Background: an optimization exercise with open tools, aiming at small area and a short achievable clock period. Do not read the settings as production practice. RTL that was checked went through simulation tests only; none was proved equivalent to the original. No functional check of the RTL was part of run 1. Power is estimated from default activity; no workload was simulated.

## flow/design.v (module list and top-level ports; edited modules follow where they fit)
// module part2: 925 lines
// module fa: 4 lines
// module ha: 4 lines
// module fpmul: 70 lines
module fpmul (
	input             clk,
	input      [31:0] X,
	input      [31:0] Y,
	output     [31:0] result,
	output reg        zero,
	output reg        underflow,
	output reg        overflow,
	output reg        nan
);
  // ...
==> flow/flow/run.sh <==
#!/bin/bash
export BUFFER_PORTS_ARGS="-buffer_cell sky130_fd_sc_hd__buf_1"
bash standard.sh > standard.log 2>&1
==> flow/standard.sh <==
#!/bin/bash
# synth_recipe.tcl (not shown) runs the flow's synth.tcl, then flattens the netlist and writes it again
# the make line also repeats each setting of config.mk as NAME=value (left out here)
make -C /OpenROAD-flow-scripts/flow DESIGN_CONFIG=/design/flow/config.mk WORK_HOME=/design/flow/orfs CLKGATE_MAP_FILE= SYNTH_SCRIPT=/design/flow/synth_recipe.tcl "${@:-finish}"
==> flow/config.mk <==
export PLATFORM = sky130hd
export DESIGN_NAME = fpmul
export DESIGN_NICKNAME = fpmul
export VERILOG_FILES = /design/flow/design.v
export SDC_FILE = /design/flow/constraint.sdc
export NUM_CORES = 4
export LEC_CHECK = 0
export CAP_MARGIN = 20
export CORE_MARGIN = 2
export CORE_UTILIZATION = 40
export SETUP_SLACK_MARGIN = 4
export SLEW_MARGIN = 20
export SYNTH_HIERARCHICAL = 1
export SYNTH_MINIMUM_KEEP_SIZE = 0
==> flow/constraint.sdc <==
create_clock -name core_clock -period 8.0 [get_ports {clk}]
set_input_delay 1.6000 -clock core_clock [delete_from_list [all_inputs] [get_ports {clk}]]
set_output_delay 1.6000 -clock core_clock [all_outputs]
set_load 0.01 [all_outputs]
==> results by group, run 1 <==
Power
  – Combinational fraction of design power: 0.782
  – Clk. pwr: roughly 0.00085 W
  – P_comb: ~0.0074 W
  – Sequential Power: around 0.0012 W
  – Top pwr grp: combinational logic

Run status
  – Status: finished clean

STA
  – Final Hold Viols: 0
  – Final setup TNS: 0 ns
  – Rel. slew slack: 0.525
  – Min cycle time layout: between 4 and 5 ns

Final layout
  – Sequential cell area: ~3100 um2
  – Fin cells: between 2,000 and 2,500
  – Finished Cell Area: 21,000 um2
  – Antenna cells: 0

Worst setup path
  – Critical path depth in cells: 13
  – Setup crit end kind: output port
  – Setup slack, reg-to-reg: approximately 4.1 ns
  – R2R Path Start: xm_q[18]
  – Reg2reg path depth: 9
  – CP endpoint: result[30]
  – Setup crit start kind: flop

Routing
  – DR pass1 iterations: 6
  – Via density per instance: between 6 and 7
  – Via count: approximately 14,000

Die
  – Die width: approximately 220 um
  – Row count: around 80
==> module fpmul, before the edit <==
module fpmul (
	input             clk,
	input      [31:0] X,
	input      [31:0] Y,
	output     [31:0] result,
	output reg        zero,
	output reg        underflow,
	output reg        overflow,
	output reg        nan
);
	wire [24:0] yb = {1'b1, Y[22:0], 1'b0};   
	wire [11:0] one_d, two_d, neg_d;
	genvar i;
	generate for (i = 0; i < 12; i = i + 1) begin : enc
		assign one_d[i] = yb[2*i+1] ^ yb[2*i];
		assign two_d[i] = (yb[2*i+2] & ~yb[2*i+1] & ~yb[2*i]) | (~yb[2*i+2] & yb[2*i+1] & yb[2*i]);
		assign neg_d[i] = yb[2*i+2] & ~(yb[2*i+1] & yb[2*i]);
	end endgenerate
	wire [8:0] esum_d = {1'b0, X[30:23]} + {1'b0, Y[30:23]};
	wire       zero_d = (X[30:0] == 31'd0) | (Y[30:0] == 31'd0);
	reg  [22:0] xm_q;
	reg  [11:0] one_q, two_q, neg_q;
	reg  [8:0]  esum_q;
	reg         zero_q, sign_q;
	always @(posedge clk) begin
		xm_q   <= X[22:0];
		one_q  <= one_d;
		two_q  <= two_d;
		neg_q  <= neg_d;
		esum_q <= esum_d;
		zero_q <= zero_d;
		sign_q <= X[31] ^ Y[31];
	end
	wire [1:0]  lg_d, lp_d;
	wire [29:0] ha_d, hb_d;
	part2 core (.xm(xm_q), .one(one_q), .two(two_q), .neg(neg_q),
		.lg(lg_d), .lp(lp_d), .ha(ha_d), .hb(hb_d));
	wire       uf_d  = ~zero_q & (esum_q < 9'd127);
	wire       nan_d = ~zero_q & (esum_q == 9'd382);
	wire       of_d  = ~zero_q & (esum_q > 9'd382);
	wire [8:0] e0_d  = esum_q - 9'd127;
	wire [8:0] e1_d  = esum_q - 9'd126;
	reg  [1:0]  lg_q, lp_q;
	reg  [29:0] ha_q, hb_q;
	reg  [7:0]  e0_q, e1_q;
	reg         sign_r;
	always @(posedge clk) begin
		lg_q      <= lg_d;
		lp_q      <= lp_d;
		ha_q      <= ha_d;
		hb_q      <= hb_d;
		e0_q      <= e0_d[7:0];
		e1_q      <= e1_d[7:0];
		sign_r    <= sign_q & ~zero_q & ~(esum_q < 9'd127);
		zero      <= zero_q;
		underflow <= uf_d;
		overflow  <= of_d;
		nan       <= nan_d;
	end
	wire        cin = lg_q[1] | (lp_q[1] & (lg_q[0]));   
	wire [29:0] sum = ha_q + hb_q + {29'd0, cin};
	wire [24:0] t = sum[29:5];   
	wire        kill = zero | underflow | overflow | nan;
	wire [22:0] mant = t[24] ? t[23:1] : t[22:0];
	wire [7:0]  ex   = t[24] ? e1_q : e0_q;
	assign result[31]    = sign_r;
	assign result[30:23] = (overflow | nan) ? 8'hFF : kill ? 8'h00 : ex;
	assign result[22:1]  = kill ? 22'd0 : mant[22:1];
	assign result[0]     = underflow | (~kill & mant[0]);
endmodule
==> run 2, diff against run 1 <==
--- a/flow/design.v
+++ b/flow/design.v
@@ -1,13 +1,13 @@
 module part2 (
 	input  [22:0] xm,
 	input  [11:0] one, two, neg,   
 	output [1:0]  lg, lp,          
-	output [29:0] ha, hb           
+	output [29:0] hp, hg           
 );
 	wire pp0_0 = ((one[0] & xm[0]) | (two[0] & 1'b0)) ^ neg[0];
 	wire pp0_1 = ((one[0] & xm[1]) | (two[0] & xm[0])) ^ neg[0];
 	wire pp0_2 = ((one[0] & xm[2]) | (two[0] & xm[1])) ^ neg[0];
 	wire pp0_3 = ((one[0] & xm[3]) | (two[0] & xm[2])) ^ neg[0];
 	wire pp0_4 = ((one[0] & xm[4]) | (two[0] & xm[3])) ^ neg[0];
 	wire pp0_5 = ((one[0] & xm[5]) | (two[0] & xm[4])) ^ neg[0];
 	wire pp0_6 = ((one[0] & xm[6]) | (two[0] & xm[5])) ^ neg[0];
@@ -915,18 +915,18 @@
 	wire [47:0] ra = {ws595, ws593, wk586, ws585, wk574, ws573, wk558, ws557, wk538, ws537, wk514, ws513, wk486, ws485, wk454, ws453, wk418, ws417, wk378, ws377, wk334, wk310, ws309, wk264, wk242, wk220, wk200, wk180, ws177, wk144, wk128, wk112, wk98, wk84, ws81, wk60, wk50, ws47, ws37, wk24, ws21, ws15, ws9, ws5, wk2, pp1_0, pp0_1, neg[0]};
 	wire [47:0] rb = {wk594, wk590, ws589, wk580, ws579, wk566, ws565, wk548, ws547, wk526, ws525, wk500, ws499, wk470, ws469, wk436, ws435, wk398, ws397, wk356, ws355, ws333, wk286, ws285, ws263, ws241, ws219, ws199, ws179, ws161, ws143, ws127, ws111, ws97, ws83, ws71, ws59, ws49, ws39, ws31, ws23, ws17, ws11, ws7, ws3, ws1, 1'b0, pp0_0};
 	wire [12:0] l0 = {1'b0, ra[11:0]} + {1'b0, rb[11:0]};
 	assign lg[0] = l0[12];
 	assign lp[0] = &(ra[11:0] ^ rb[11:0]);
 	wire [6:0] l1 = {1'b0, ra[17:12]} + {1'b0, rb[17:12]};
 	assign lg[1] = l1[6];
 	assign lp[1] = &(ra[17:12] ^ rb[17:12]);
-	assign ha = ra[47:18];
-	assign hb = rb[47:18];
+	assign hp = ra[47:18] ^ rb[47:18];
+	assign hg = ra[47:18] & rb[47:18];
 endmodule
 module fa (input a, b, c, output s, k);
 	assign s = a ^ b ^ c;
 	assign k = (a & b) | (a & c) | (b & c);
 endmodule
 module ha (input a, b, output s, k);
 	assign s = a ^ b;
 	assign k = a & b;
@@ -960,43 +960,193 @@
 		one_q  <= one_d;
 		two_q  <= two_d;
 		neg_q  <= neg_d;
 		esum_q <= esum_d;
 		zero_q <= zero_d;
 		sign_q <= X[31] ^ Y[31];
 	end
 	wire [1:0]  lg_d, lp_d;
-	wire [29:0] ha_d, hb_d;
+	wire [29:0] hp_d, hg_d;
 	part2 core (.xm(xm_q), .one(one_q), .two(two_q), .neg(neg_q),
-		.lg(lg_d), .lp(lp_d), .ha(ha_d), .hb(hb_d));
+		.lg(lg_d), .lp(lp_d), .hp(hp_d), .hg(hg_d));
 	wire       uf_d  = ~zero_q & (esum_q < 9'd127);
 	wire       nan_d = ~zero_q & (esum_q == 9'd382);
 	wire       of_d  = ~zero_q & (esum_q > 9'd382);
 	wire [8:0] e0_d  = esum_q - 9'd127;
 	wire [8:0] e1_d  = esum_q - 9'd126;
 	reg  [1:0]  lg_q, lp_q;
-	reg  [29:0] ha_q, hb_q;
+	reg  [29:0] hp_q, hg_q;
 	reg  [7:0]  e0_q, e1_q;
 	reg         sign_r;
 	always @(posedge clk) begin
 		lg_q      <= lg_d;
 		lp_q      <= lp_d;
-		ha_q      <= ha_d;
-		hb_q      <= hb_d;
+		hp_q      <= hp_d;
+		hg_q      <= hg_d;
 		e0_q      <= e0_d[7:0];
 		e1_q      <= e1_d[7:0];
 		sign_r    <= sign_q & ~zero_q & ~(esum_q < 9'd127);
 		zero      <= zero_q;
 		underflow <= uf_d;
 		overflow  <= of_d;
 		nan       <= nan_d;
 	end
 	wire        cin = lg_q[1] | (lp_q[1] & (lg_q[0]));   
-	wire [29:0] sum = ha_q + hb_q + {29'd0, cin};
+	wire g0_1 = hg_q[0] | (hp_q[0] & cin);
+	wire g0_3 = hg_q[2] | (hp_q[2] & hg_q[1]);
+	wire p0_3 = hp_q[2] & hp_q[1];
+	wire g0_5 = hg_q[4] | (hp_q[4] & hg_q[3]);
+	wire p0_5 = hp_q[4] & hp_q[3];
+	wire g0_7 = hg_q[6] | (hp_q[6] & hg_q[5]);
+	wire p0_7 = hp_q[6] & hp_q[5];
+	wire g0_9 = hg_q[8] | (hp_q[8] & hg_q[7]);
+	wire p0_9 = hp_q[8] & hp_q[7];
+	wire g0_11 = hg_q[10] | (hp_q[10] & hg_q[9]);
+	wire p0_11 = hp_q[10] & hp_q[9];
+	wire g0_13 = hg_q[12] | (hp_q[12] & hg_q[11]);
+	wire p0_13 = hp_q[12] & hp_q[11];
+	wire g0_15 = hg_q[14] | (hp_q[14] & hg_q[13]);
+	wire p0_15 = hp_q[14] & hp_q[13];
+	wire g0_17 = hg_q[16] | (hp_q[16] & hg_q[15]);
+	wire p0_17 = hp_q[16] & hp_q[15];
+	wire g0_19 = hg_q[18] | (hp_q[18] & hg_q[17]);
+	wire p0_19 = hp_q[18] & hp_q[17];
+	wire g0_21 = hg_q[20] | (hp_q[20] & hg_q[19]);
+	wire p0_21 = hp_q[20] & hp_q[19];
+	wire g0_23 = hg_q[22] | (hp_q[22] & hg_q[21]);
+	wire p0_23 = hp_q[22] & hp_q[21];
+	wire g0_25 = hg_q[24] | (hp_q[24] & hg_q[23]);
+	wire p0_25 = hp_q[24] & hp_q[23];
+	wire g0_27 = hg_q[26] | (hp_q[26] & hg_q[25]);
+	wire p0_27 = hp_q[26] & hp_q[25];
+	wire g0_29 = hg_q[28] | (hp_q[28] & hg_q[27]);
+	wire p0_29 = hp_q[28] & hp_q[27];
+	wire g1_2 = hg_q[1] | (hp_q[1] & g0_1);
+	wire p1_2 = hp_q[1] & 1'b0;
+	wire g1_3 = g0_3 | (p0_3 & g0_1);
+	wire p1_3 = p0_3 & 1'b0;
+	wire g1_6 = hg_q[5] | (hp_q[5] & g0_5);
+	wire p1_6 = hp_q[5] & p0_5;
+	wire g1_7 = g0_7 | (p0_7 & g0_5);
+	wire p1_7 = p0_7 & p0_5;
+	wire g1_10 = hg_q[9] | (hp_q[9] & g0_9);
+	wire p1_10 = hp_q[9] & p0_9;
+	wire g1_11 = g0_11 | (p0_11 & g0_9);
+	wire p1_11 = p0_11 & p0_9;
+	wire g1_14 = hg_q[13] | (hp_q[13] & g0_13);
+	wire p1_14 = hp_q[13] & p0_13;
+	wire g1_15 = g0_15 | (p0_15 & g0_13);
+	wire p1_15 = p0_15 & p0_13;
+	wire g1_18 = hg_q[17] | (hp_q[17] & g0_17);
+	wire p1_18 = hp_q[17] & p0_17;
+	wire g1_19 = g0_19 | (p0_19 & g0_17);
+	wire p1_19 = p0_19 & p0_17;
+	wire g1_22 = hg_q[21] | (hp_q[21] & g0_21);
+	wire p1_22 = hp_q[21] & p0_21;
+	wire g1_23 = g0_23 | (p0_23 & g0_21);
+	wire p1_23 = p0_23 & p0_21;
+	wire g1_26 = hg_q[25] | (hp_q[25] & g0_25);
+	wire p1_26 = hp_q[25] & p0_25;
+	wire g1_27 = g0_27 | (p0_27 & g0_25);
+	wire p1_27 = p0_27 & p0_25;
+	wire g1_30 = hg_q[29] | (hp_q[29] & g0_29);
+	wire p1_30 = hp_q[29] & p0_29;
+	wire g2_4 = hg_q[3] | (hp_q[3] & g1_3);
+	wire p2_4 = hp_q[3] & p1_3;
+	wire g2_5 = g0_5 | (p0_5 & g1_3);
+	wire p2_5 = p0_5 & p1_3;
+	wire g2_6 = g1_6 | (p1_6 & g1_3);
+	wire p2_6 = p1_6 & p1_3;
+	wire g2_7 = g1_7 | (p1_7 & g1_3);
+	wire p2_7 = p1_7 & p1_3;
+	wire g2_12 = hg_q[11] | (hp_q[11] & g1_11);
+	wire p2_12 = hp_q[11] & p1_11;
+	wire g2_13 = g0_13 | (p0_13 & g1_11);
+	wire p2_13 = p0_13 & p1_11;
+	wire g2_14 = g1_14 | (p1_14 & g1_11);
+	wire p2_14 = p1_14 & p1_11;
+	wire g2_15 = g1_15 | (p1_15 & g1_11);
+	wire p2_15 = p1_15 & p1_11;
+	wire g2_20 = hg_q[19] | (hp_q[19] & g1_19);
+	wire p2_20 = hp_q[19] & p1_19;
+	wire g2_21 = g0_21 | (p0_21 & g1_19);
+	wire p2_21 = p0_21 & p1_19;
+	wire g2_22 = g1_22 | (p1_22 & g1_19);
+	wire p2_22 = p1_22 & p1_19;
+	wire g2_23 = g1_23 | (p1_23 & g1_19);
+	wire p2_23 = p1_23 & p1_19;
+	wire g2_28 = hg_q[27] | (hp_q[27] & g1_27);
+	wire p2_28 = hp_q[27] & p1_27;
+	wire g2_29 = g0_29 | (p0_29 & g1_27);
+	wire p2_29 = p0_29 & p1_27;
+	wire g2_30 = g1_30 | (p1_30 & g1_27);
+	wire p2_30 = p1_30 & p1_27;
+	wire g3_8 = hg_q[7] | (hp_q[7] & g2_7);
+	wire p3_8 = hp_q[7] & p2_7;
+	wire g3_9 = g0_9 | (p0_9 & g2_7);
+	wire p3_9 = p0_9 & p2_7;
+	wire g3_10 = g1_10 | (p1_10 & g2_7);
+	wire p3_10 = p1_10 & p2_7;
+	wire g3_11 = g1_11 | (p1_11 & g2_7);
+	wire p3_11 = p1_11 & p2_7;
+	wire g3_12 = g2_12 | (p2_12 & g2_7);
+	wire p3_12 = p2_12 & p2_7;
+	wire g3_13 = g2_13 | (p2_13 & g2_7);
+	wire p3_13 = p2_13 & p2_7;
+	wire g3_14 = g2_14 | (p2_14 & g2_7);
+	wire p3_14 = p2_14 & p2_7;
+	wire g3_15 = g2_15 | (p2_15 & g2_7);
+	wire p3_15 = p2_15 & p2_7;
+	wire g3_24 = hg_q[23] | (hp_q[23] & g2_23);
+	wire p3_24 = hp_q[23] & p2_23;
+	wire g3_25 = g0_25 | (p0_25 & g2_23);
+	wire p3_25 = p0_25 & p2_23;
+	wire g3_26 = g1_26 | (p1_26 & g2_23);
+	wire p3_26 = p1_26 & p2_23;
+	wire g3_27 = g1_27 | (p1_27 & g2_23);
+	wire p3_27 = p1_27 & p2_23;
+	wire g3_28 = g2_28 | (p2_28 & g2_23);
+	wire p3_28 = p2_28 & p2_23;
+	wire g3_29 = g2_29 | (p2_29 & g2_23);
+	wire p3_29 = p2_29 & p2_23;
+	wire g3_30 = g2_30 | (p2_30 & g2_23);
+	wire p3_30 = p2_30 & p2_23;
+	wire g4_16 = hg_q[15] | (hp_q[15] & g3_15);
+	wire p4_16 = hp_q[15] & p3_15;
+	wire g4_17 = g0_17 | (p0_17 & g3_15);
+	wire p4_17 = p0_17 & p3_15;
+	wire g4_18 = g1_18 | (p1_18 & g3_15);
+	wire p4_18 = p1_18 & p3_15;
+	wire g4_19 = g1_19 | (p1_19 & g3_15);
+	wire p4_19 = p1_19 & p3_15;
+	wire g4_20 = g2_20 | (p2_20 & g3_15);
+	wire p4_20 = p2_20 & p3_15;
+	wire g4_21 = g2_21 | (p2_21 & g3_15);
+	wire p4_21 = p2_21 & p3_15;
+	wire g4_22 = g2_22 | (p2_22 & g3_15);
+	wire p4_22 = p2_22 & p3_15;
+	wire g4_23 = g2_23 | (p2_23 & g3_15);
+	wire p4_23 = p2_23 & p3_15;
+	wire g4_24 = g3_24 | (p3_24 & g3_15);
+	wire p4_24 = p3_24 & p3_15;
+	wire g4_25 = g3_25 | (p3_25 & g3_15);
+	wire p4_25 = p3_25 & p3_15;
+	wire g4_26 = g3_26 | (p3_26 & g3_15);
+	wire p4_26 = p3_26 & p3_15;
+	wire g4_27 = g3_27 | (p3_27 & g3_15);
+	wire p4_27 = p3_27 & p3_15;
+	wire g4_28 = g3_28 | (p3_28 & g3_15);
+	wire p4_28 = p3_28 & p3_15;
+	wire g4_29 = g3_29 | (p3_29 & g3_15);
+	wire p4_29 = p3_29 & p3_15;
+	wire g4_30 = g3_30 | (p3_30 & g3_15);
+	wire p4_30 = p3_30 & p3_15;
+	wire [29:0] cy = {g4_29, g4_28, g4_27, g4_26, g4_25, g4_24, g4_23, g4_22, g4_21, g4_20, g4_19, g4_18, g4_17, g4_16, g3_15, g3_14, g3_13, g3_12, g3_11, g3_10, g3_9, g3_8, g2_7, g2_6, g2_5, g2_4, g1_3, g1_2, g0_1, cin};   
+	wire [29:0] sum = hp_q ^ cy;
 	wire [24:0] t = sum[29:5];   
 	wire        kill = zero | underflow | overflow | nan;
 	wire [22:0] mant = t[24] ? t[23:1] : t[22:0];
 	wire [7:0]  ex   = t[24] ? e1_q : e0_q;
 	assign result[31]    = sign_r;
 	assign result[30:23] = (overflow | nan) ? 8'hFF : kill ? 8'h00 : ex;
 	assign result[22:1]  = kill ? 22'd0 : mant[22:1];
 	assign result[0]     = underflow | (~kill & mant[0]);
==> flow/config.mk (replaced) <==
export PLATFORM = sky130hd
export DESIGN_NAME = fpmul
export DESIGN_NICKNAME = fpmul
export VERILOG_FILES = /design/flow/design.v
export SDC_FILE = /design/flow/constraint.sdc
export NUM_CORES = 4
export LEC_CHECK = 0
export ABC_CLOCK_PERIOD_IN_PS = 1500
export CAP_MARGIN = 20
export CORE_MARGIN = 2
export CORE_UTILIZATION = 40
export SETUP_SLACK_MARGIN = 3
export SLEW_MARGIN = 20
export SYNTH_HIERARCHICAL = 1
export SYNTH_MINIMUM_KEEP_SIZE = 0
==> results by group, run 2 <==
Run status
  – Status: finished clean

STA
  – Setup ws final: around 3.2 ns
  – Final Setup Violations: 0
  – Final max-slew violation count: 0
  – Min cycle time layout: 4.84 ns (-0.0336 ns)
  – RSZ-0062 raised after global routing: false
  – Final Hold Viols: 0 (unchanged)
  – Fmax: 206 MHz
  – Worst Skew: between 0.02 and 0.025 ns
  – Final setup TNS: 0 ns (unchanged)
  – Crit share post-route: 0.606
  – Slew @ Worst Pin: between 1 and 1.5 ns
  – Rel. slew slack: 0.183 (-0.341)

Placed design
  – Port bufs: 100
  – Worst slack at placement: about 2.7 ns
  – Placed Area: approximately 18,000 um2
  – Post-detail-place hpwl: around 36 mm
  – GP Congestion: 0.928

Routing
  – Via count: 13,900 (-3.8%)
  – DRT antenna net count: 0
  – Via density per instance: 5.97 (-0.54%)
  – WL final: 55.3 mm
  – Wire length per cell: around 24 um
  – DR pass1 iterations: 8 (+2)
  – Residual DRC count: 0
  – DRT iter0 DRCs: roughly 1,600

Final layout
  – Most frequent cells in the layout: 309 x xnor2_1, 265 x a22oi_1, 252 x fa_1, 149 x dfxtp_1, 117 x ha_1
  – Antenna cells: 0 (unchanged)
  – Area growth, synth to finish: 8.44%
  – Final core utilization: 0.437
  – Biggest regs: hp_q x30, hg_q x29, xm_q x23
  – Layout cells sized above 1: 0.0714
  – Most common cell after layout, fill and taps aside: xnor2_1
  – Largest register by flop count: hp_q
  – Max reg flops: 30
  – Nets: between 2,000 and 2,500
  – Finished Cell Area: 19,200 um2 (-8.5%)

Worst hold path
  – Hold Path Class: reg2reg

Logic synthesis
  – Ys Warns: 7
  – Mapped cell area: approximately 18,000 um2
  – Syn Inst Count: ~1,700
  – Syn Area/Cell: a little over 10 um2
  – Syn nets: between 2,000 and 2,500

Worst setup path
  – Most used cell, CP: fa_1
  – Slowest library cell on the worst path: dfxtp_1
  – Critical path, cell by cell: buf_4, xnor2_1, fa_1, fa_1, fa_1, fa_1, fa_1, fa_1, ha_1
  – Worst-path fanout max: 14
  – Critical Path RT: about 8.3 ns
  – Family with the most delay on the worst path: adder cells
  – Setup crit start kind: flop
  – Buf/Inv on CP: 1
  – CP arrival: 5.16 ns
  – Crit path largest cell delay: approximately 1.1 ns
  – Setup CP Type: reg2reg
  – Setup crit end kind: flop

Die
  – Die width: 214 um (-1.7%)
  – Height of the die: ~210 um
  – Starting Density: 0.403
  – Die ar.: approximately 46,000 um2
  – Core area: approximately 44,000 um2
  – Top Ports: 101
  – Row count: 77 (-1.3%)

Global routing
  – Total GRT Usage: 0.239
  – Largest net degree at the start of global routing: 28
  – Initial antenna violation count: 0
  – Grt ovf: 0
  – Global-route wire length before repair: 84.9 mm
  – Number of global-route vias before repair: ~14,000

Flow run
  – Max cap viols: 0

Power
  – Sequential power share: 0.151
  – Peak VDD IR: about 0.27 mV
  – Combinational fraction of design power: 0.753 (-0.029)
  – LEAKAGE: between 7 and 8 nW
  – Clk pwr share: 0.096
  – Int Power: 0.00457 W
  – PD cells: 460 nW/um2
  – Sw power: approximately 0.0043 W
  – Sw Ratio: 0.482

CTS
  – CTS max path bufs: 2
  – Number of buffers created by CTS: 17
  – Reg clk slew, reported paths: approximately 0.080 ns
  – Root Driver: clkbuf_16
  – CTS H-tree depth: 4
  – Clock tree from TritonCTS: built
  – Clock sink total: ~150
  – Clk Latency, worst-skew pair: 0.44 ns
[run 2: path summary, 6_finish.rpt]
check | slack, ns | depth (start not counted) | startpoint | to
setup / recovery | 3.16 | 9 | neg_q[8] | hp_q[11]
hold / removal | 0.43 | 0 | zero_q | zero
setup reg to reg | 3.16 | 9 | neg_q[8] | hp_q[11]
hold reg to reg | 0.43 | 0 | zero_q | zero
[run 2: worst reg2reg max path, cell delays in order (launching register included)]
cell	delay, ns
dfxtp_1	1.14
buf_4	0.46
xnor2_1	0.19
fa_1	0.46
fa_1	0.40
fa_1	0.45
fa_1	0.42
fa_1	0.51
fa_1	0.41
ha_1	0.28
[run 2: area by class of cell]
cell class	count	area, um2
multi-input cells	1326	13700
clock inverters	15	211
well taps	592	741
repair buffers	162	841
inverters	64	240
fillers	4242	24700
flip-flops and latches	153	3070
clock buffers	17	425
[run 2: through the flow]
stage / std cells / hold slack [ns] / total power, W
2_1_floorplan: 1705 / 0.373 / 0.00590
3_3_place_gp: 2288 / 0.427 / 0.00780
3_5_place_dp: 2288 / 0.435 / 0.00791
4_1_cts: 2323 / 0.439 / 0.00889
5_1_grt: 2329 / 0.454 / 0.00994
6_report: 2329 / 0.428 / 0.00883
[run 2: power by group through the flow]
| stage | Combinational (W) | Clock, W | Sequential, W |
|---|---|---|---|
| global route | 0.00770 | 0.000894 | 0.00135 |
| detailed placement | 0.00657 | 0 | 0.00133 |
| global placement | 0.00647 | 0 | 0.00133 |
| CTS | 0.00670 | 0.000862 | 0.00132 |
| floorplan | 0.00464 | 0 | 0.00126 |
| finish | 0.00665 | 0.000846 | 0.00133 |
[run 2: per-layer routing]
metal	track usage	up-vias	wire length (um)
li1	-	5990	-
met1	0.329	6940	22900
met2	0.374	864	24800
met3	0.0542	119	6100
met4	0.0736	0	1500
met5	0	-	0
[run 2: timing repair]
action / CTS / global route
pin swaps: 3 / 5
endpoints found under the hold margin: 0 / 0
setup buffers: 0 / 6
hold buffers: 0 / 0
setup endpoints to repair: 31 / 31
resized for setup: 10 / 8
cloned: 3 / 0
==> run 3, diff against run 2 <==
--- a/flow/config.mk
+++ b/flow/config.mk
@@ -5,7 +5,6 @@
 export SDC_FILE = /design/flow/constraint.sdc
 export NUM_CORES = 4
 export LEC_CHECK = 0
-export ABC_CLOCK_PERIOD_IN_PS = 1500
 export CAP_MARGIN = 20
 export CORE_MARGIN = 2
 export CORE_UTILIZATION = 40
==> results by group, run 3 <==
CTS
  – Number of buffers created by CTS: 17 (unchanged)
  – Reg clk slew, reported paths: 0.08 ns (about the same)
  – Clock sink total: 153 (unchanged)
  – Root Driver: clkbuf_16
  – CTS H-tree depth: 4 (unchanged)
  – Clk Latency, worst-skew pair: 0.44 ns (about the same)
  – Clock tree from TritonCTS: built
  – Hold bufs inserted after CTS: 0 (unchanged)
  – CTS max path bufs: 2 (unchanged)

Worst setup path
  – CP arrival: 5.16 ns (about the same)
  – Slowest library cell on the worst path: dfxtp_1
  – Most used cell, CP: fa_1
  – Critical Path RT: 8.31 ns (about the same)
  – Family with the most delay on the worst path: adder cells
  – Setup CP Type: reg2reg
  – RR Endpoint: hp_q[11]
  – Critical path, cell by cell: buf_4, xnor2_1, fa_1, fa_1, fa_1, fa_1, fa_1, fa_1, ha_1
  – Crit path largest cell delay: 1.14 ns (about the same)
  – Setup crit start kind: flop
  – Buf/Inv on CP: 1 (unchanged)
  – Reg2reg path depth: 9 (unchanged)
  – Setup crit end kind: flop
  – Setup slack, reg-to-reg: 3.16 ns (about the same)
  – R2R Path Start: neg_q[8]
  – Worst-path fanout max: 14 (unchanged)

Routing
  – DRT iter0 DRCs: 1,644 (unchanged)
  – WL final: 55.3 mm (unchanged)
  – Wire length per cell: 23.8 um (unchanged)
  – DRT antenna net count: 0 (unchanged)
  – Via count: 13,900 (unchanged)
  – Via density per instance: 5.97 (unchanged)
  – Residual DRC count: 0 (unchanged)
  – DR pass1 iterations: 8 (unchanged)

Power
  – Total power: 0.00883 W (unchanged)
  – Peak VDD IR: 0.269 mV (unchanged)
  – PD cells: 460 nW/um2 (unchanged)
  – LEAKAGE: 7.15 nW (unchanged)

Die
  – Row count: 77 (unchanged)
  – Height of the die: 214 um (unchanged)
  – Core area: 43,900 um2 (unchanged)
  – Die ar.: 45,900 um2 (unchanged)
  – Starting Density: 0.403 (unchanged)
  – Top Ports: 101 (unchanged)
  – Die width: 214 um (unchanged)

Final layout
  – Layout cells sized above 1: 0.0714 (unchanged)
  – Biggest regs: hp_q x30, hg_q x29, xm_q x23
  – Max reg flops: 30 (unchanged)
  – Most common cell after layout, fill and taps aside: xnor2_1
  – Area growth, synth to finish: 8.44% (unchanged)
  – Multi-input gate area: 13,700 um2 (unchanged)
  – Fin cells: 2,329 (unchanged)
  – Sequential cell area: 3070 um2 (unchanged)
  – Antenna cells: 0 (unchanged)
  – Nets: 2,158 (unchanged)
  – Largest register by flop count: hp_q
  – Most frequent cells in the layout: 309 x xnor2_1, 265 x a22oi_1, 252 x fa_1, 149 x dfxtp_1, 117 x ha_1
  – Fillcell total: 4,242 (unchanged)

STA
  – Crit share post-route: 0.606 (unchanged)
  – Final Hold Viols: 0 (unchanged)
  – Rel. slew slack: 0.183 (unchanged)
  – Slew @ Worst Pin: 1.22 ns (unchanged)
  – Final max-slew violation count: 0 (unchanged)
  – RSZ-0062 raised after global routing: false
  – Fmax: 206 MHz (unchanged)
  – Worst Skew: 0.0204 ns (unchanged)
  – Min cycle time layout: 4.84 ns (unchanged)
  – Final setup TNS: 0 ns (unchanged)
  – Final Setup Violations: 0 (unchanged)

Placed design
  – DP Cell Count: 2,288 (unchanged)
  – Port bufs: 100 (unchanged)
  – GP Congestion: 0.928 (unchanged)
  – Post-detail-place hpwl: 36.4 mm (unchanged)

Logic synthesis
  – Ys Warns: 7 (unchanged)
  – Mapped cell area: 17,700 um2 (unchanged)
  – Syn nets: 2,139 (unchanged)
  – Syn Inst Count: 1,705 (unchanged)
  – Syn Area/Cell: 10.4 um2 (unchanged)

Worst hold path
  – Hold Path Class: reg2reg
  – Worst Hold Path EP: zero
  – Hold path cells: 0 (unchanged)
  – Worst Hold Launch: zero_q

Flow run
  – Max cap viols: 0 (unchanged)

Run status
  – Status: finished clean

Global routing
  – Initial antenna violation count: 0 (unchanged)
  – Grt ovf: 0 (unchanged)
  – Largest net degree at the start of global routing: 28 (unchanged)
  – Total GRT Usage: 0.239 (unchanged)
  – Global-route wire length before repair: 84.9 mm (unchanged)
  – Number of global-route vias before repair: 14,300 (unchanged)
==> run 3: cell counts in the layout (fill, tap and decap cells not counted) <==
No cell type changed its count.
==> run 3: stage by stage <==
stage	setup WS, ns	area, um2	hold WS [ns]	util
finish	3.16	19200	0.428	0.437
floorplan	3.83	17700	0.373	-
CTS	3.00	19100	0.439	0.435
detailed placement	2.71	18400	0.435	0.419
global placement	2.87	18400	0.427	0.419
global route	3.01	19200	0.454	0.437
==> run 3: worst max path at each step <==
stage,depth (start not counted),endpoint,slack (ns),from
4_1_cts,9,result[0],3.00,hp_q[1]
2_1_floorplan,10,result[14],3.83,hp_q[12]
3_5_place_dp,9,result[13],2.71,hp_q[1]
3_3_place_gp,9,result[21],2.87,hg_q[0]
5_1_grt,11,result[0],3.01,hp_q[13]
6_report,9,hp_q[11],3.16,neg_q[8]
==> run 3: metal layers <==
| metal | GRT usage | up-vias | part of all wire |
|---|---|---|---|
| met5 | 0 | - | 0 |
| met4 | 0.0736 | 0 | 0.027 |
| met3 | 0.0542 | 119 | 0.11 |
| met2 | 0.374 | 864 | 0.45 |
| met1 | 0.329 | 6940 | 0.41 |
| li1 | - | 5990 | - |
==> run 3: cell type report <==
cell class	instances	area share
multi-input combinational	1326	0.712
sequential	153	0.160
tap	592	0.0386
clock buffer	17	0.0222
clock inverter	15	0.0110
timing repair buffer	162	0.0438
inverter	64	0.0125
==> run 3: report_power, final <==
part           switching [W]  total [W]  internal, W
Sequential          0.000199    0.00133      0.00113
Clock               0.000412   0.000846     0.000434
Combinational        0.00364    0.00665      0.00300
==> run 3: what timing repair did <==
action,CTS,global route
buffers inserted,0,6
gates resized for setup,10,8
pin swaps,3,5
endpoints found under the setup margin,31,31
cloned,3,0
==> run 3: worst reg2reg max path: stages, from the launching register on <==
cell,delay (ns)
dfxtp_1,1.14
buf_4,0.46
xnor2_1,0.19
fa_1,0.46
fa_1,0.40
fa_1,0.45
fa_1,0.42
fa_1,0.51
fa_1,0.41
ha_1,0.28
==> run 4, diff against run 3 <==
--- a/flow/config.mk
+++ b/flow/config.mk
@@ -8,7 +8,7 @@
 export CAP_MARGIN = 20
 export CORE_MARGIN = 2
 export CORE_UTILIZATION = 40
-export SETUP_SLACK_MARGIN = 3
+export SETUP_SLACK_MARGIN = 3.5
 export SLEW_MARGIN = 20
 export SYNTH_HIERARCHICAL = 1
 export SYNTH_MINIMUM_KEEP_SIZE = 0
==> results by group, run 4 <==
Run status
  – Status: finished clean

Global routing
  – Number of global-route vias before repair: 14,500 (+1.3%)
  – Initial antenna violation count: 0 (unchanged)
  – Grt ovf: 0 (unchanged)
  – Total GRT Usage: 0.241 (+0.00244)
  – Global-route wire length before repair: 85.8 mm (+1.1%)
  – Largest net degree at the start of global routing: 28 (unchanged)

Logic synthesis
  – Ys Warns: 7 (unchanged)
  – Mapped cell area: 17,700 um2 (unchanged)
  – Syn Area/Cell: 10.4 um2 (unchanged)
  – Syn nets: 2,139 (unchanged)
  – Syn Inst Count: 1,705 (unchanged)

CTS
  – Clock sink total: 153 (unchanged)
  – Root Driver: clkbuf_16
  – CTS H-tree depth: 4 (unchanged)
  – Hold bufs inserted after CTS: 0 (unchanged)
  – Clk Latency, worst-skew pair: 0.44 ns (about the same)
  – Reg clk slew, reported paths: 0.08 ns (about the same)
  – Clock tree from TritonCTS: built
  – Number of buffers created by CTS: 17 (unchanged)
  – CTS max path bufs: 2 (unchanged)

STA
  – Crit share post-route: 0.586 (-0.0191)
  – Slew @ Worst Pin: 0.802 ns (-0.421 ns)
  – Final Setup Violations: 0 (unchanged)
  – Fmax: 213 MHz (+3.3%)
  – Worst Skew: 0.0216 ns (+0.00126 ns)
  – Final setup TNS: 0 ns (unchanged)
  – Final max-slew violation count: 0 (unchanged)
  – Min cycle time layout: 4.69 ns (-0.153 ns)
  – Rel. slew slack: 0.464 (+0.281)
  – RSZ-0062 raised after global routing: true
  – Setup ws final: 3.31 ns (+0.153 ns)
  – Final Hold Viols: 0 (unchanged)

Worst hold path
  – Worst Hold Launch: zero_q
  – Hold Path Class: reg2reg
  – Hold path cells: 0 (unchanged)
  – Worst Hold Path EP: zero

Power
  – Sw Ratio: 0.479 (-0.00262)
  – Peak VDD IR: 0.269 mV (about the same)
  – Sw power: 0.00440 W (+3.4%)
  – Combinational fraction of design power: 0.760 (+0.007)
  – PD cells: 465 nW/um2 (+1.2%)
  – LEAKAGE: 7.44 nW (+4.1%)
  – Int Power: 0.00478 W (+4.5%)
  – Sequential power share: 0.147 (-0.004)
  – Clk pwr share: 0.093 (-0.003)

Worst setup path
  – Reg2reg path depth: 9 (unchanged)
  – Setup crit end kind: output port
  – Family with the most delay on the worst path: compound AO/OA/AOI/OAI gates
  – Setup CP Type: reg2out
  – Setup slack, reg-to-reg: 3.62 ns (+0.46 ns)
  – Critical Path RT: 6.40 ns (-1.91 ns)
  – CP arrival: 3.09 ns (-2.07 ns)
  – Worst-path fanout max: 8 (-6)
  – RR Endpoint: hp_q[6]
  – Buf/Inv on CP: 1 (unchanged)
  – Crit path largest cell delay: 0.43 ns (-0.71 ns)
  – Setup crit start kind: flop
  – Slowest library cell on the worst path: o41a_4
  – R2R Path Start: xm_q[12]
  – Critical path, cell by cell: a211o_1, a21oi_2, o2111a_2, a211oi_4, o41a_4, o21a_4, o311a_1, nor4_2, buf_2

Final layout
  – Most frequent cells in the layout: 308 x xnor2_1, 264 x a22oi_1, 252 x fa_1, 138 x dfxtp_1, 117 x ha_1
  – Largest register by flop count: hp_q
  – Area growth, synth to finish: 11.4%
  – Layout cells sized above 1: 0.122 (+0.0503)
  – Antenna cells: 0 (unchanged)
  – Most common cell after layout, fill and taps aside: xnor2_1
  – Finished Cell Area: 19,700 um2 (+2.7%)
  – Nets: 2,180 (+1.0%)
  – Fin cells: 2,351 (+0.94%)
  – Max reg flops: 30 (unchanged)
  – Biggest regs: hp_q x30, hg_q x29, xm_q x23

Routing
  – Via density per instance: 6.03 (+0.87%)
  – DR pass1 iterations: 7 (-1)
  – Wire length per cell: 24.0 um (+1.2%)
  – Via count: 14,200 (+1.8%)
  – Residual DRC count: 0 (unchanged)
  – DRT iter0 DRCs: 1,793 (+9.1%)
  – WL final: 56.5 mm (+2.1%)
  – DRT antenna net count: 0 (unchanged)

Die
  – Die ar.: 45,900 um2 (unchanged)
  – Row count: 77 (unchanged)
  – Core area: 43,900 um2 (unchanged)
  – Die width: 214 um (unchanged)
  – Top Ports: 101 (unchanged)
  – Height of the die: 214 um (unchanged)
  – Starting Density: 0.403 (unchanged)

Placed design
  – Worst slack at placement: 2.71 ns (unchanged)
  – DP Cell Count: 2,288 (unchanged)
  – Port bufs: 100 (unchanged)
  – Placed Area: 18,400 um2 (unchanged)
  – GP Congestion: 0.928 (unchanged)
  – Post-detail-place hpwl: 36.4 mm (unchanged)

Flow run
  – Max cap viols: 0 (unchanged)
==> run 4: metrics by stage <==
stage,utilization,power (W),hold WS (ns)
6_report,0.449,0.00918,0.428
5_1_grt,0.449,0.0103,0.454
4_1_cts,0.441,0.00903,0.439
3_5_place_dp,0.419,0.00791,0.435
3_3_place_gp,0.419,0.00780,0.427
2_1_floorplan,-,0.00590,0.373
==> run 4: layout make-up <==
class / instances / area (um2)
fillers: 4194 / 24200
multi-input cells: 1329 / 13900
flip-flops and latches: 153 / 3090
repair buffers: 181 / 1130
well taps: 592 / 741
clock buffers: 17 / 425
inverters: 64 / 240
clock inverters: 15 / 211
==> run 4: power by group through the flow <==
| stage | registers [W] | logic, W | clock network, W |
|---|---|---|---|
| after floorplan | 0.00126 | 0.00464 | 0 |
| after global placement | 0.00133 | 0.00647 | 0 |
| after detailed placement | 0.00133 | 0.00657 | 0 |
| after CTS | 0.00134 | 0.00683 | 0.000862 |
| after global routing | 0.00137 | 0.00802 | 0.000895 |
| final | 0.00135 | 0.00698 | 0.000849 |
==> run 4: how the worst max path moves through the flow <==
| stage | cells after the start | slack (ns) | start | endpoint |
|---|---|---|---|---|
| floorplan | 10 | 3.83 | hp_q[12] | result[14] |
| global placement | 9 | 2.87 | hg_q[0] | result[21] |
| detailed placement | 9 | 2.71 | hp_q[1] | result[13] |
| CTS | 9 | 3.33 | hp_q[1] | result[11] |
| global route | 10 | 3.23 | hp_q[12] | result[27] |
| finish | 9 | 3.31 | hp_q[12] | result[14] |
==> run 4: metal layers <==
metal / global-route usage / routed length (um) / part of all wire / vias to the layer above
met3: 0.0545 / 6090 / 0.11 / 135
li1: - / - / - / 6048
met2: 0.378 / 25300 / 0.45 / 899
met4: 0.0734 / 1540 / 0.027 / 0
met1: 0.332 / 23500 / 0.42 / 7085
met5: 0 / 0 / 0 / -
==> run 4: repair_timing <==
item,in CTS,in global routing
buffers inserted,16,7
pin swaps,17,21
gates resized for setup,49,78
cloned,6,2
setup endpoints to repair,53,32
hold endpoints to repair,0,0
==> run 5, diff against run 4 <==
--- a/flow/config.mk
+++ b/flow/config.mk
@@ -7,7 +7,8 @@
 export LEC_CHECK = 0
 export CAP_MARGIN = 20
 export CORE_MARGIN = 2
-export CORE_UTILIZATION = 40
+export CORE_UTILIZATION = 60
+export PLACE_DENSITY = 0.75
 export SETUP_SLACK_MARGIN = 3.5
 export SLEW_MARGIN = 20
 export SYNTH_HIERARCHICAL = 1
==> results by group, run 5 <==
Die
  – Core area: 28,900 um2 (-34%)
  – Height of the die: 176 um (-18%)
  – Die ar.: 30,900 um2 (-33%)
  – Row count: 62 (-19%)
  – Die width: 176 um (-18%)
  – Top Ports: 101 (unchanged)
  – Starting Density: 0.613 (+0.210)

Worst hold path
  – Hold Path Class: reg2reg
  – Worst Hold Launch: zero_q

Routing
  – WL final: 52.4 mm (-7.2%)
  – Via density per instance: 6.76 (+12%)
  – Residual DRC count: 0 (unchanged)
  – DRT iter0 DRCs: 1,915 (+6.8%)
  – DRT antenna net count: 0 (unchanged)
  – DR pass1 iterations: 7 (unchanged)
  – Wire length per cell: 24.6 um (+2.3%)
  – Via count: 14,400 (+1.8%)

Final layout
  – Most common cell after layout, fill and taps aside: xnor2_1
  – Multi-input gate area: 13,700 um2 (-1.0%)
  – Area growth, synth to finish: 8.41%
  – Max reg flops: 30 (unchanged)
  – Largest register by flop count: hp_q
  – Sequential cell area: 3090 um2 (+0.16%)
  – Most frequent cells in the layout: 309 x xnor2_1, 265 x a22oi_1, 252 x fa_1, 138 x dfxtp_1, 117 x ha_1
  – Nets: 2,170 (-0.46%)
  – Fin cells: 2,133 (-9.3%)
  – Layout cells sized above 1: 0.102 (-0.0193)
  – Fillcell total: 2,191 (-48%)
  – Biggest regs: hp_q x30, hg_q x29, xm_q x23
  – Antenna cells: 0 (unchanged)

Power
  – Sw power: 0.00440 W (+0.10%)
  – Sw Ratio: 0.479 (about the same)
  – Combinational fraction of design power: 0.759 (about the same)
  – PD cells: 479 nW/um2 (+2.9%)
  – Peak VDD IR: 0.372 mV (+38%)
  – Sequential power share: 0.148 (about the same)
  – Int Power: 0.00478 W (+0.15%)
  – LEAKAGE: 7.33 nW (-1.5%)
  – Total power: 0.00919 W (+0.13%)
  – Clk pwr share: 0.093 (about the same)

Worst setup path
  – Critical path, cell by cell: a21o_1, a221oi_4, o32a_4, a211oi_4, o41a_4, o21a_4, nor2_4, buf_12, o211ai_1, buf_2
  – RR Endpoint: hp_q[7]
  – Reg2reg path depth: 10 (+1)
  – Setup crit start kind: flop
  – Slowest library cell on the worst path: o41a_4
  – CP endpoint: result[27]
  – Worst-path fanout max: 8 (unchanged)
  – Setup slack, reg-to-reg: 3.60 ns (-0.02 ns)
  – CP startpoint: hp_q[1]
  – Setup CP Type: reg2out
  – Critical Path RT: 6.40 ns (about the same)
  – CP arrival: 3.17 ns (+0.08 ns)
  – R2R Path Start: two_q[8]
  – Crit path largest cell delay: 0.49 ns (+0.06 ns)
  – Setup crit end kind: output port

CTS
  – CTS H-tree depth: 4 (unchanged)
  – Reg clk slew, reported paths: 0.07 ns (about the same)
  – Clk Latency, worst-skew pair: 0.44 ns (about the same)
  – CTS max path bufs: 2 (unchanged)
  – Clock sink total: 153 (unchanged)
  – Clock tree from TritonCTS: built
  – Hold bufs inserted after CTS: 0 (unchanged)
  – Number of buffers created by CTS: 17 (unchanged)
  – Root Driver: clkbuf_16

Placed design
  – Post-detail-place hpwl: 33.7 mm (-7.6%)
  – DP Cell Count: 2,076 (-9.3%)
  – Port bufs: 100 (unchanged)
  – GP Congestion: 0.881 (-5.0%)

STA
  – Rel. slew slack: 0.400 (-0.0648)
  – Final max-slew violation count: 0 (unchanged)
  – Slew @ Worst Pin: 0.893 ns (+0.0909 ns)
  – Fmax: 209 MHz (-1.8%)
  – RSZ-0062 raised after global routing: true
  – Crit share post-route: 0.597 (+0.0105)
  – Final Hold Viols: 0 (unchanged)
  – Worst Skew: 0.0161 ns (-0.00552 ns)
  – Final Setup Violations: 0 (unchanged)
  – Hold WS: 0.428 ns (+0.000266 ns)
  – Min cycle time layout: 4.77 ns (+0.0839 ns)
  – Final setup TNS: 0 ns (unchanged)

Logic synthesis
  – Syn Area/Cell: 10.4 um2 (unchanged)
  – Mapped cell area: 17,700 um2 (unchanged)
  – Syn Inst Count: 1,705 (unchanged)
  – Ys Warns: 7 (unchanged)
  – Syn nets: 2,139 (unchanged)

Global routing
  – Largest net degree at the start of global routing: 28 (unchanged)
  – Total GRT Usage: 0.342 (+0.101)
  – Initial antenna violation count: 1 (+1)
  – GRT busiest layer: met2
  – GR met1 Demand/Resource: 0.443 (+0.110)
  – Grt ovf: 0 (unchanged)
  – Global-route wire length before repair: 81.7 mm (-4.8%)
  – Met3 Track Usage GR: 0.112 (+0.0577)
  – GR Util met2: 0.524 (+0.146)
  – Number of global-route vias before repair: 15,100 (+4.3%)

Run status
  – Status: finished clean

Flow run
  – Max cap viols: 0 (unchanged)
run 5: cell type report:
| cell class | count | share of cell area |
|---|---|---|
| sequential | 153 | 0.161 |
| inverter | 64 | 0.0125 |
| multi-input combinational | 1328 | 0.716 |
| tap | 384 | 0.0250 |
| clock buffer | 17 | 0.0222 |
| clock inverter | 15 | 0.0106 |
| timing repair buffer | 172 | 0.0525 |
run 5: routing by layer:
layer,wire length (um),up-vias
li1,-,6026
met1,19400,7058
met2,23500,1134
met3,7250,201
met4,2250,2
met5,13,-
run 5: critical path, delay by kind of cell, from the launching register on:
kind / cells / cell delay, ns
AO/OA/AOI/OAI: 7 / 1.78
AND/OR/NAND/NOR: 1 / 0.29
flip-flops: 1 / 0.32
buffers and inverters: 2 / 0.34
run 5: worst min-delay path by stage:
stage / end / slack [ns] / cells after the start
3_5_place_dp: zero / 0.42 / 0
2_1_floorplan: zero / 0.37 / 0
6_report: zero / 0.43 / 0
5_1_grt: zero / 0.45 / 0
4_1_cts: zero / 0.43 / 0
3_3_place_gp: zero / 0.42 / 0
run 5: power groups by stage:
| stage | Clock, W | Sequential, W | Combinational [W] |
|---|---|---|---|
| 6_report | 0.000855 | 0.00136 | 0.00698 |
| 5_1_grt | 0.000898 | 0.00138 | 0.00786 |
| 4_1_cts | 0.000865 | 0.00134 | 0.00686 |
| 3_5_place_dp | 0 | 0.00134 | 0.00663 |
| 3_3_place_gp | 0 | 0.00134 | 0.00634 |
| 2_1_floorplan | 0 | 0.00126 | 0.00464 |
run 5: timing repair:
| item | CTS | global route |
|---|---|---|
| buffers inserted | 12 | 7 |
| resized for setup | 55 | 31 |
| setup endpoints to repair | 56 | 37 |
| pin swaps | 16 | 22 |
| cloned | 4 | 2 |
run 5: metrics by stage:
| stage | cell area, um2 | worst slack (ns) | util |
|---|---|---|---|
| after global placement | 18100 | 2.83 | 0.627 |
| after CTS | 19100 | 3.24 | 0.661 |
| after global routing | 19200 | 3.11 | 0.665 |
| after floorplan | 17700 | 3.83 | - |
| final | 19200 | 3.23 | 0.665 |
| after detailed placement | 18100 | 2.70 | 0.627 |

-- separate check: timing with driven ports --
How much do the figures lean on ideal ports? The routed layouts below were timed once more, with nothing changed but the port constraints. Step 1, drivers: a clkbuf_16 drives clk and a buf_2 each remaining input, both assumed. Step 2 adds t to the input delays and takes it off the output delays; t is the mean of the earliest and latest rising clock arrival at the registers after step 1. Input paths then give back, and output paths get back, about the clock's delay inside the block. Three values: ideal ports, drivers, drivers and shift; two values: the first two.
run | shift t [ns] | slack for setup (ns) | pins driven straight from the clock port
run 1 | 0.488 | 3.122 / 3.074 / 3.563 | 1
run 2 | 0.473 | 3.156 / 3.121 / 3.156 | 1
run 3 | 0.473 | 3.156 / 3.121 / 3.156 | 1
run 4 | 0.476 | 3.309 / 3.262 / 3.624 | 1
run 5 | 0.484 | 3.225 / 3.172 / 3.597 | 1
After both steps setup and hold are still met in every run listed.
